Context: an optimization exercise on an open-source flow, tuned for small area, a short achievable clock period and few clock cycles per item. The choices shown serve that exercise and are no tape-out recipe.
Function was checked by simulation only, so behaviour that the tests miss may differ from the original.

// geofence
module geofence ( clk,reset,X,Y,valid,is_inside);
    input clk;
    input reset;
    input [9:0] X;
    input [9:0] Y;
    output reg valid;
    output reg is_inside;
    reg [3:0] cnt;           
    reg [9:0] ox, oy;        
    reg wsx, wsy, rsx, rsy, lsx, lsy;
    reg [9:0] wmx, wmy, rmx, rmy, lmx, lmy;
    reg wzx, wzy, rzx, rzy, lzx, lzy;
    reg full;
    wire signed [10:0] dx = $signed({1'b0, X}) - $signed({1'b0, ox});
    wire signed [10:0] dy = $signed({1'b0, Y}) - $signed({1'b0, oy});
    wire [9:0] ax = dx[10] ? -dx[9:0] : dx[9:0];
    wire [9:0] ay = dy[10] ? -dy[9:0] : dy[9:0];
    wire r_s1 = rsx ^ wsy, r_s2 = rsy ^ wsx;
    wire l_s1 = lsx ^ wsy, l_s2 = lsy ^ wsx;
    wire r_z = (rzx | wzy) & (rzy | wzx);
    wire l_z = (lzx | wzy) & (lzy | wzx);
    wire dr_cin = !r_s1;
    wire dl_cin = !l_s1;
  ...
Settings: LEC_CHECK=0, CAP_MARGIN=20, CORE_MARGIN=2, CORE_UTILIZATION=40, SETUP_SLACK_MARGIN=5, SLEW_MARGIN=20, TNS_END_PERCENT=0; clock period 11.0 ns.
run.sh (not shown) runs the stock make flow with config.mk's settings and CLKGATE_MAP_FILE= SYNTH_SCRIPT=/design/flow/synth_recipe.tcl, a recipe that flattens the netlist after the stock synthesis.
The baseline produced a clean layout.
Testbench counts at the start, summed over its fixed seeds: cycles 20,369, items 2,400.
Next try:
--- a/flow/design.v
+++ b/flow/design.v
@@ -1,18 +1,18 @@
 module geofence ( clk,reset,X,Y,valid,is_inside);
     input clk;
     input reset;
     input [9:0] X;
     input [9:0] Y;
-    output reg valid;
-    output reg is_inside;
+    output valid;
+    output is_inside;
     reg [3:0] cnt;           
     reg [9:0] ox, oy;        
     reg wsx, wsy, rsx, rsy, lsx, lsy;
     reg [9:0] wmx, wmy, rmx, rmy, lmx, lmy;
     reg wzx, wzy, rzx, rzy, lzx, lzy;
     reg full;
     wire signed [10:0] dx = $signed({1'b0, X}) - $signed({1'b0, ox});
     wire signed [10:0] dy = $signed({1'b0, Y}) - $signed({1'b0, oy});
     wire [9:0] ax = dx[10] ? -dx[9:0] : dx[9:0];
     wire [9:0] ay = dy[10] ? -dy[9:0] : dy[9:0];
     wire r_s1 = rsx ^ wsy, r_s2 = rsy ^ wsx;
@@ -394,48 +394,47 @@
     wire dl_zero = &(dl_a ^ dl_b ^ {dl_a[19:0] & dl_b[19:0], 1'b0});
     wire cr_neg = (r_s1 == r_s2) ? (dr_sgn ^ r_s1) : (r_s1 && !r_z);
     wire cl_neg = (l_s1 == l_s2) ? (dl_sgn ^ l_s1) : (l_s1 && !l_z);
     wire cr_zero = (r_s1 == r_s2) ? dr_zero : r_z;
     wire cl_zero = (l_s1 == l_s2) ? dl_zero : l_z;
     wire cr_pos = !cr_neg && !cr_zero;
     wire cl_pos = !cl_neg && !cl_zero;
     wire w_zero = wzx && wzy;
     wire w_opp = ((wsx != rsx) && !wzx) || ((wsy != rsy) && !wzy);
     wire first = (cnt == 4'd2);
     wire step = (cnt >= 4'd3) && (cnt <= 4'd7);
-    wire set_l = !cl_neg && !cr_neg;
-    wire set_r = cr_neg && cl_neg;
-    wire to_full = w_zero
-                 || (cl_pos && !cr_pos)
-                 || (cr_neg && !cl_neg)
-                 || (cr_zero && cl_zero && w_opp);
+    wire set_l = !cl_neg;
+    wire set_r = cr_neg;
+    reg f_wz, f_step, f_cln, f_crn, f_clz, f_crz, f_opp;
+    wire to_full = f_wz
+                 || (f_step && !f_cln && (f_crn || f_crz) && !(f_clz && f_crz && !f_opp));
+    wire full_now = (cnt == 4'd3) ? to_full : (full || to_full);
+    assign valid = (cnt == 4'd8) || ((cnt == 4'd6 || cnt == 4'd7) && full_now);
+    assign is_inside = full_now;
     always @(posedge clk or posedge reset) begin
-        if (reset) begin
+        if (reset)
             cnt <= 4'd0;
-            valid <= 1'b0;
-        end else begin
+        else
             cnt <= valid ? 4'd0 : cnt + 4'd1;
-            valid <= !valid && ((cnt == 4'd7) || ((cnt == 4'd5 || cnt == 4'd6) && (full || to_full)));
-        end
     end
     always @(posedge clk) begin
         if (cnt == 4'd0) begin
             ox <= X;
             oy <= Y;
         end
         wsx <= dx[10]; wmx <= ax; wzx <= (dx == 11'sd0);
         wsy <= dy[10]; wmy <= ay; wzy <= (dy == 11'sd0);
         if (first || (step && set_r)) begin
             rsx <= wsx; rmx <= wmx; rzx <= wzx;
             rsy <= wsy; rmy <= wmy; rzy <= wzy;
         end
         if (first || (step && set_l)) begin
             lsx <= wsx; lmx <= wmx; lzx <= wzx;
             lsy <= wsy; lmy <= wmy; lzy <= wzy;
         end
-        if (first)
-            full <= w_zero;
-        else if (step)
-            full <= full || to_full;
-        is_inside <= full || to_full;
+        f_wz <= w_zero; f_step <= step;
+        f_cln <= cl_neg; f_crn <= cr_neg;
+        f_clz <= cl_zero; f_crz <= cr_zero;
+        f_opp <= w_opp;
+        full <= full_now;
     end
 endmodule
Outcome: Fmax grows by about 5%; via count grows by 1.2%; design area grows by 1.2%; cell count grows by about 1.2%; area after synthesis hardly moves; global-route usage grows by 0.36 points; setup slack improves by 0.29 ns; sequential share of layout area grows by 0.23 points; core utilization grows by 0.55 points; count of clock-buffer cells in the layout grows by 2; hold slack improves by 0.0075 ns.
Testbench counts after the change, summed over its fixed seeds: cycles 20,369, items 2,400.

* * *

== oak ==
geofence again, from the RTL that the note above started with.
// geofence
module geofence ( clk,reset,X,Y,valid,is_inside);
    input clk;
    input reset;
    input [9:0] X;
    input [9:0] Y;
    output reg valid;
    output reg is_inside;
    reg [3:0] cnt;           
    reg [9:0] ox, oy;        
    reg wsx, wsy, rsx, rsy, lsx, lsy;
    reg [9:0] wmx, wmy, rmx, rmy, lmx, lmy;
    reg wzx, wzy, rzx, rzy, lzx, lzy;
    reg full;
    wire signed [10:0] dx = $signed({1'b0, X}) - $signed({1'b0, ox});
    wire signed [10:0] dy = $signed({1'b0, Y}) - $signed({1'b0, oy});
    wire [9:0] ax = dx[10] ? -dx[9:0] : dx[9:0];
    wire [9:0] ay = dy[10] ? -dy[9:0] : dy[9:0];
    wire r_s1 = rsx ^ wsy, r_s2 = rsy ^ wsx;
    wire l_s1 = lsx ^ wsy, l_s2 = lsy ^ wsx;
    wire r_z = (rzx | wzy) & (rzy | wzx);
    wire l_z = (lzx | wzy) & (lzy | wzx);
    wire dr_cin = !r_s1;
    wire dl_cin = !l_s1;
  ...
Settings: LEC_CHECK=0, CAP_MARGIN=20, CORE_MARGIN=2, CORE_UTILIZATION=40, SETUP_SLACK_MARGIN=5, SLEW_MARGIN=20; clock period 11.0 ns.
Testbench counts of oak, summed over its fixed seeds: cycles 20,369, items 2,400.
Modified inputs, pine compared to oak
--- a/flow/design.v
+++ b/flow/design.v
@@ -398,20 +398,18 @@
     wire cl_zero = (l_s1 == l_s2) ? dl_zero : l_z;
     wire cr_pos = !cr_neg && !cr_zero;
     wire cl_pos = !cl_neg && !cl_zero;
     wire w_zero = wzx && wzy;
     wire w_opp = ((wsx != rsx) && !wzx) || ((wsy != rsy) && !wzy);
     wire first = (cnt == 4'd2);
     wire step = (cnt >= 4'd3) && (cnt <= 4'd7);
-    wire set_l = !cl_neg && !cr_neg;
-    wire set_r = cr_neg && cl_neg;
+    wire set_l = !cl_neg;
+    wire set_r = cr_neg;
     wire to_full = w_zero
-                 || (cl_pos && !cr_pos)
-                 || (cr_neg && !cl_neg)
-                 || (cr_zero && cl_zero && w_opp);
+                 || (!cl_neg && (cr_neg || cr_zero) && !(cl_zero && cr_zero && !w_opp));
     always @(posedge clk or posedge reset) begin
         if (reset) begin
             cnt <= 4'd0;
             valid <= 1'b0;
         end else begin
             cnt <= valid ? 4'd0 : cnt + 4'd1;
             valid <= !valid && ((cnt == 4'd7) || ((cnt == 4'd5 || cnt == 4'd6) && (full || to_full)));
### Flow results
- For synthesized area per cell, oak and pine come out practically identical.
- Diff oak -> pine: overall via count from detail_route went up by 46, number of combinational gates with multiple inputs -about 0.8%.
- Compared with oak, in pine normalized max-slew margin went down by 15 points; maximum frequency from static timing analysis barely changed.
- Looking at final period demand of the worst path across both flows, pine is the weaker of the two, with oak ahead.
- Comparing pine and oak, the higher multiplexer share of the synthesized area was measured on oak.
- Relative to oak, the non-clock buffer count of pine is higher by about 28%.
Testbench counts of pine, summed over its fixed seeds: cycles 20,369, items 2,400.

## separate check: timing with driven ports
How much do the figures lean on ideal ports? The routed layouts below were timed once more, with nothing changed but the port constraints.
Step 1 sets driving cells, clkbuf_16 on the clock port and buf_2 on the other inputs (assumed; they add their load-dependent delay and slew).
Step 2, shift: input delay + t, output delay - t, t = (earliest + latest rising clock arrival at the registers) / 2. This alone moves slack from input paths to output paths.
Three values: ideal ports, drivers, drivers and shift; two values: the first two.
run | t (ns) | slack for setup (ns) | worst setup path after step 2
the first run of note 1 | 0.384 | 4.638 / 4.638 / 4.638 | register to register
the second run of note 1 | 0.384 | 4.928 / 4.928 / 4.928 | register to register
oak | 0.383 | 4.697 / 4.697 / 4.697 | register to register
pine | 0.390 | 4.681 / 4.681 / 4.681 | register to register
After both steps setup and hold are still met in every run listed.
